From an optimization exercise on the open Yosys and OpenROAD flow, aimed at small area; shortcuts taken in it are not production practice. At most, simulation tests tie the RTL to the original design; equivalence was not proved. No activity file was given, so power comes from the tool's default toggle rates.

==> flow/design.v <==
module APB_ao22 (
    input  a1, a2, b1, b2,
    output y
);
    assign y = (a1 & a2) | (b1 & b2);
endmodule
module APB_aoi222 (
    input  a1, a2, b1, b2, c1, c2,
    output y
);
    assign y = ~((a1 & a2) | (b1 & b2) | (c1 & c2));
endmodule
module APB_ao6x2 (
    input  [5:0] s,
    input  [5:0] d,
    output y
);
    wire lo_n, hi_n;
    APB_aoi222 g0 (.a1(s[0]), .a2(d[0]), .b1(s[1]), .b2(d[1]), .c1(s[2]), .c2(d[2]), .y(lo_n));
    APB_aoi222 g1 (.a1(s[3]), .a2(d[3]), .b1(s[4]), .b2(d[4]), .c1(s[5]), .c2(d[5]), .y(hi_n));
    assign y = ~(lo_n & hi_n);
endmodule
module APB_WRAPPER(
    input PCLK,
    input PRESETn,
    input TRANSFER,
    input [31:0] address,
    input [31:0] write_data,
    input write_en,
    output reg [31:0] read_data
);
    localparam IDLE  = 3'b000;
    localparam SETUP = 3'b001;
    localparam W1    = 3'b010;
    localparam W2    = 3'b011;
    localparam W3    = 3'b100;
    localparam R1    = 3'b101;
    localparam R2    = 3'b110;
    localparam R3    = 3'b111;
    reg [2:0] state;
    reg [2:0] next_state;
    always @(*) begin
        case (state)
            IDLE:    next_state = TRANSFER ? SETUP : IDLE;
            SETUP:   next_state = write_en ? W1 : R1;
            W1:      next_state = W2;
            W2:      next_state = W3;
            R1:      next_state = R2;
            R2:      next_state = R3;
            default: next_state = IDLE;
        endcase
    end
    always @(posedge PCLK or negedge PRESETn) begin
        if (!PRESETn)
            state <= IDLE;
        else
            state <= next_state;
    end
    genvar g;
    reg [1:0] rot;
    always @(posedge PCLK)
        rot <= rot + 2'd1;
    wire cap  = (state == SETUP);
    wire capn = ~cap;
    reg  [2:0] taddr;
    reg        pend;
    wire [3:0] cap_d;
    wire [3:0] cap_in  = {write_en, address[2:0]};
    wire [3:0] cap_old = {pend, taddr};
    generate
        for (g = 0; g < 4; g = g + 1) begin : capm
            APB_ao22 m (.a1(cap), .a2(cap_in[g]), .b1(capn), .b2(cap_old[g]), .y(cap_d[g]));
        end
    endgenerate
    always @(posedge PCLK)
        {pend, taddr} <= cap_d;
    reg [31:0] ring0 [0:3];
    reg [31:0] ring1 [0:3];
    reg [31:0] hbuf;
    wire at_slot0 = pend & (taddr[1:0] == rot);
    wire wr0  = at_slot0 & ~taddr[2];
    wire wr1  = at_slot0 &  taddr[2];
    wire wr0n = ~wr0;
    wire wr1n = ~wr1;
    wire [31:0] in0, in1;
    generate
        for (g = 0; g < 32; g = g + 1) begin : wr
            APB_ao22 m0 (.a1(wr0), .a2(hbuf[g]), .b1(wr0n), .b2(ring0[0][g]), .y(in0[g]));
            APB_ao22 m1 (.a1(wr1), .a2(hbuf[g]), .b1(wr1n), .b2(ring1[0][g]), .y(in1[g]));
        end
    endgenerate
    always @(posedge PCLK) begin
        ring0[0] <= ring0[1];
        ring0[1] <= ring0[2];
        ring0[2] <= ring0[3];
        ring0[3] <= in0;
        ring1[0] <= ring1[1];
        ring1[1] <= ring1[2];
        ring1[2] <= ring1[3];
        ring1[3] <= in1;
    end
    wire [1:0] rslot = taddr[1:0] - rot;
    wire rd_cap = ((state == R1) | (state == R2)) & ~rslot[0];
    wire [5:0] h_s, h_d;
    assign h_s[0] = cap & write_en;
    assign h_s[1] = rd_cap & ~taddr[2] & ~rslot[1];
    assign h_s[2] = rd_cap & ~taddr[2] &  rslot[1];
    assign h_s[3] = rd_cap &  taddr[2] & ~rslot[1];
    assign h_s[4] = rd_cap &  taddr[2] &  rslot[1];
    assign h_s[5] = ~(h_s[0] | rd_cap);
    wire [31:0] h_next;
    generate
        for (g = 0; g < 32; g = g + 1) begin : hm
            APB_ao6x2 m (.s(h_s),
                         .d({hbuf[g], ring1[2][g], ring1[0][g], ring0[2][g], ring0[0][g], write_data[g]}),
                         .y(h_next[g]));
        end
    endgenerate
    always @(posedge PCLK)
        hbuf <= h_next;
    wire load  = (state == R3);
    wire loadn = ~load;
    wire [31:0] rd_next;
    generate
        for (g = 0; g < 32; g = g + 1) begin : rm
            APB_ao22 m (.a1(load), .a2(hbuf[g]), .b1(loadn), .b2(read_data[g]), .y(rd_next[g]));
        end
    endgenerate
    always @(posedge PCLK or negedge PRESETn) begin
        if (!PRESETn)
            read_data <= 32'b0;
        else
            read_data <= rd_next;
    end
endmodule
Settings: LEC_CHECK=0, CAP_MARGIN=20, CORE_MARGIN=2, CORE_UTILIZATION=70, PLACE_DENSITY=0.85, SLEW_MARGIN=20, SYNTH_HIERARCHICAL=1, SYNTH_MINIMUM_KEEP_SIZE=0; clock period 5.0 ns.
standard.sh (not shown) runs the stock make flow with config.mk's settings and CLKGATE_MAP_FILE= SYNTH_SCRIPT=/design/flow/synth_recipe.tcl, a recipe that flattens the netlist after the stock synthesis.
==> flow/flow/run.sh <==
#!/bin/bash
# Own layout flow: the standard flow with every synthesised cell first
# set to its smallest size, smaller port buffers, and a clock tree without
# dummy loads. make's output goes to ./flow_make.log, each step's to ORFS's logs.
set -euo pipefail
here=$(pwd)
export PRE_FLOORPLAN_TCL="$here/flow/downsize.tcl"
export BUFFER_PORTS_ARGS="-buffer_cell sky130_fd_sc_hd__buf_1"
export CTS_ARGS="-sink_clustering_enable -repair_clock_nets -dont_use_dummy_load -buf_list {sky130_fd_sc_hd__clkbuf_4 sky130_fd_sc_hd__clkbuf_8} -sink_clustering_size 20 -sink_clustering_max_diameter 50"
bash standard.sh finish > flow_make.log 2>&1
==> flow/flow/downsize.tcl <==
# Before floorplan: set every cell to the smallest-area drive strength of its
# own family (same function and pins). Later repair steps size cells up and
# buffer nets again wherever slew, capacitance or timing needs it.
set db [ord::get_db]
set block [[$db getChip] getBlock]
set best [dict create]
foreach lib [$db getLibs] {
  foreach m [$lib getMasters] {
    set name [$m getName]
    if {[string match "*lpflow*" $name] || [string match "*probe*" $name]} { continue }
    if {![regexp {^(sky130_fd_sc_hd__[a-z0-9]+)_([0-9]+)$} $name -> fam n]} { continue }
    set lc [get_lib_cells $name]
    if {$lc eq "" || [get_property $lc dont_use]} { continue }
    set area [expr {[$m getWidth] * [$m getHeight]}]
    if {![dict exists $best $fam] || $area < [lindex [dict get $best $fam] 1]} {
      dict set best $fam [list $m $area]
    }
  }
}
set n_swapped 0
foreach inst [$block getInsts] {
  set name [[$inst getMaster] getName]
  if {![regexp {^(sky130_fd_sc_hd__[a-z0-9]+)_([0-9]+)$} $name -> fam n]} { continue }
  if {![dict exists $best $fam]} { continue }
  set m [lindex [dict get $best $fam] 0]
  if {[$m getName] ne $name} {
    $inst swapMaster $m
    incr n_swapped
  }
}
puts "downsize.tcl: swapped $n_swapped cells to their smallest size"
The baseline finished with timing, DRC and antenna clean.
Edit:
--- a/flow/design.v
+++ b/flow/design.v
@@ -7,21 +7,26 @@
 module APB_aoi222 (
     input  a1, a2, b1, b2, c1, c2,
     output y
 );
     assign y = ~((a1 & a2) | (b1 & b2) | (c1 & c2));
 endmodule
-module APB_ao6x2 (
-    input  [5:0] s,
-    input  [5:0] d,
+module APB_ao2222 (
+    input  a1, a2, b1, b2, c1, c2, d1, d2,
     output y
 );
-    wire lo_n, hi_n;
-    APB_aoi222 g0 (.a1(s[0]), .a2(d[0]), .b1(s[1]), .b2(d[1]), .c1(s[2]), .c2(d[2]), .y(lo_n));
-    APB_aoi222 g1 (.a1(s[3]), .a2(d[3]), .b1(s[4]), .b2(d[4]), .c1(s[5]), .c2(d[5]), .y(hi_n));
-    assign y = ~(lo_n & hi_n);
+    wire abc_n, d_n;
+    APB_aoi222 g (.a1(a1), .a2(a2), .b1(b1), .b2(b2), .c1(c1), .c2(c2), .y(abc_n));
+    APB_nand2  n (.a(d1), .b(d2), .y(d_n));
+    assign y = ~(abc_n & d_n);
+endmodule
+module APB_nand2 (
+    input  a, b,
+    output y
+);
+    assign y = ~(a & b);
 endmodule
 module APB_WRAPPER(
     input PCLK,
     input PRESETn,
     input TRANSFER,
     input [31:0] address,
@@ -96,37 +101,38 @@
         ring0[3] <= in0;
         ring1[0] <= ring1[1];
         ring1[1] <= ring1[2];
         ring1[2] <= ring1[3];
         ring1[3] <= in1;
     end
-    wire [1:0] rslot = taddr[1:0] - rot;
-    wire rd_cap = ((state == R1) | (state == R2)) & ~rslot[0];
-    wire [5:0] h_s, h_d;
-    assign h_s[0] = cap & write_en;
-    assign h_s[1] = rd_cap & ~taddr[2] & ~rslot[1];
-    assign h_s[2] = rd_cap & ~taddr[2] &  rslot[1];
-    assign h_s[3] = rd_cap &  taddr[2] & ~rslot[1];
-    assign h_s[4] = rd_cap &  taddr[2] &  rslot[1];
-    assign h_s[5] = ~(h_s[0] | rd_cap);
-    wire [31:0] h_next;
+    wire rd_e1  = cap & ~write_en & (address[1:0] == rot);
+    wire rd_e23 = ((state == R1) | (state == R2)) & (taddr[1:0] == rot);
+    wire h_wr = cap & write_en;
+    wire h_r0 = (rd_e1 & ~address[2]) | (rd_e23 & ~taddr[2]);
+    wire h_r1 = (rd_e1 &  address[2]) | (rd_e23 &  taddr[2]);
+    wire h_hold = ~(h_wr | h_r0 | h_r1);
+    wire [31:0] h_d;
     generate
         for (g = 0; g < 32; g = g + 1) begin : hm
-            APB_ao6x2 m (.s(h_s),
-                         .d({hbuf[g], ring1[2][g], ring1[0][g], ring0[2][g], ring0[0][g], write_data[g]}),
-                         .y(h_next[g]));
+            APB_ao2222 m (.a1(h_wr), .a2(write_data[g]), .b1(h_r0), .b2(ring0[0][g]),
+                          .c1(h_r1), .c2(ring1[0][g]), .d1(h_hold), .d2(hbuf[g]), .y(h_d[g]));
         end
     endgenerate
     always @(posedge PCLK)
-        hbuf <= h_next;
-    wire load  = (state == R3);
-    wire loadn = ~load;
+        hbuf <= h_d;
+    wire load = (state == R3);
+    wire at4  = load & (taddr[1:0] == rot);
+    wire r_s0 = at4 & ~taddr[2];
+    wire r_s1 = at4 &  taddr[2];
+    wire r_h  = load & ~(taddr[1:0] == rot);
+    wire r_q  = ~load;
     wire [31:0] rd_next;
     generate
         for (g = 0; g < 32; g = g + 1) begin : rm
-            APB_ao22 m (.a1(load), .a2(hbuf[g]), .b1(loadn), .b2(read_data[g]), .y(rd_next[g]));
+            APB_ao2222 m (.a1(r_s0), .a2(ring0[0][g]), .b1(r_s1), .b2(ring1[0][g]),
+                          .c1(r_h), .c2(hbuf[g]), .d1(r_q), .d2(read_data[g]), .y(rd_next[g]));
         end
     endgenerate
     always @(posedge PCLK or negedge PRESETn) begin
         if (!PRESETn)
             read_data <= 32'b0;
         else
Effect:
- The changed run completed with no timing, DRC or antenna violations
- final cell count is higher by roughly a tenth
- sequential power is higher by a few percent
- design area is higher slightly
- utilization is higher by 0.93 points
- first-iteration DRC count is higher by about a fifth
- die area is higher slightly
- power is higher slightly
- maximum frequency is lower by about a fifth
No functional check of the RTL was part of the second run of this note.

what the ideal ports hide:
The results above use ideal ports. As a check the final layouts listed here were re-extracted and re-timed, cells and wires unchanged. Step 1 sets driving cells, clkbuf_16 on the clock port and buf_2 on the other inputs (assumed; they add their load-dependent delay and slew). Step 2 adds t to the input delays and takes it off the output delays; t is the mean of the earliest and latest rising clock arrival at the registers after step 1. Input paths then give back, and output paths get back, about the clock's delay inside the block. a / b / c = ideal / step 1 / step 2; a / b = the first two.
run	shift t [ns]	setup WS [ns]	worst setup path after step 2	latest minus earliest clock arrival (ns)
the first run	0.540	2.590 / 2.590 / 2.482	input to register	0.030 / 0.030
the second run	0.549	2.139 / 2.139 / 1.899	input to register	0.027 / 0.028
After both steps every run listed still meets setup and hold. The setup slack of the second run, which loses most, moves by 0.000 ns with the drivers and by -0.240 ns with both steps.
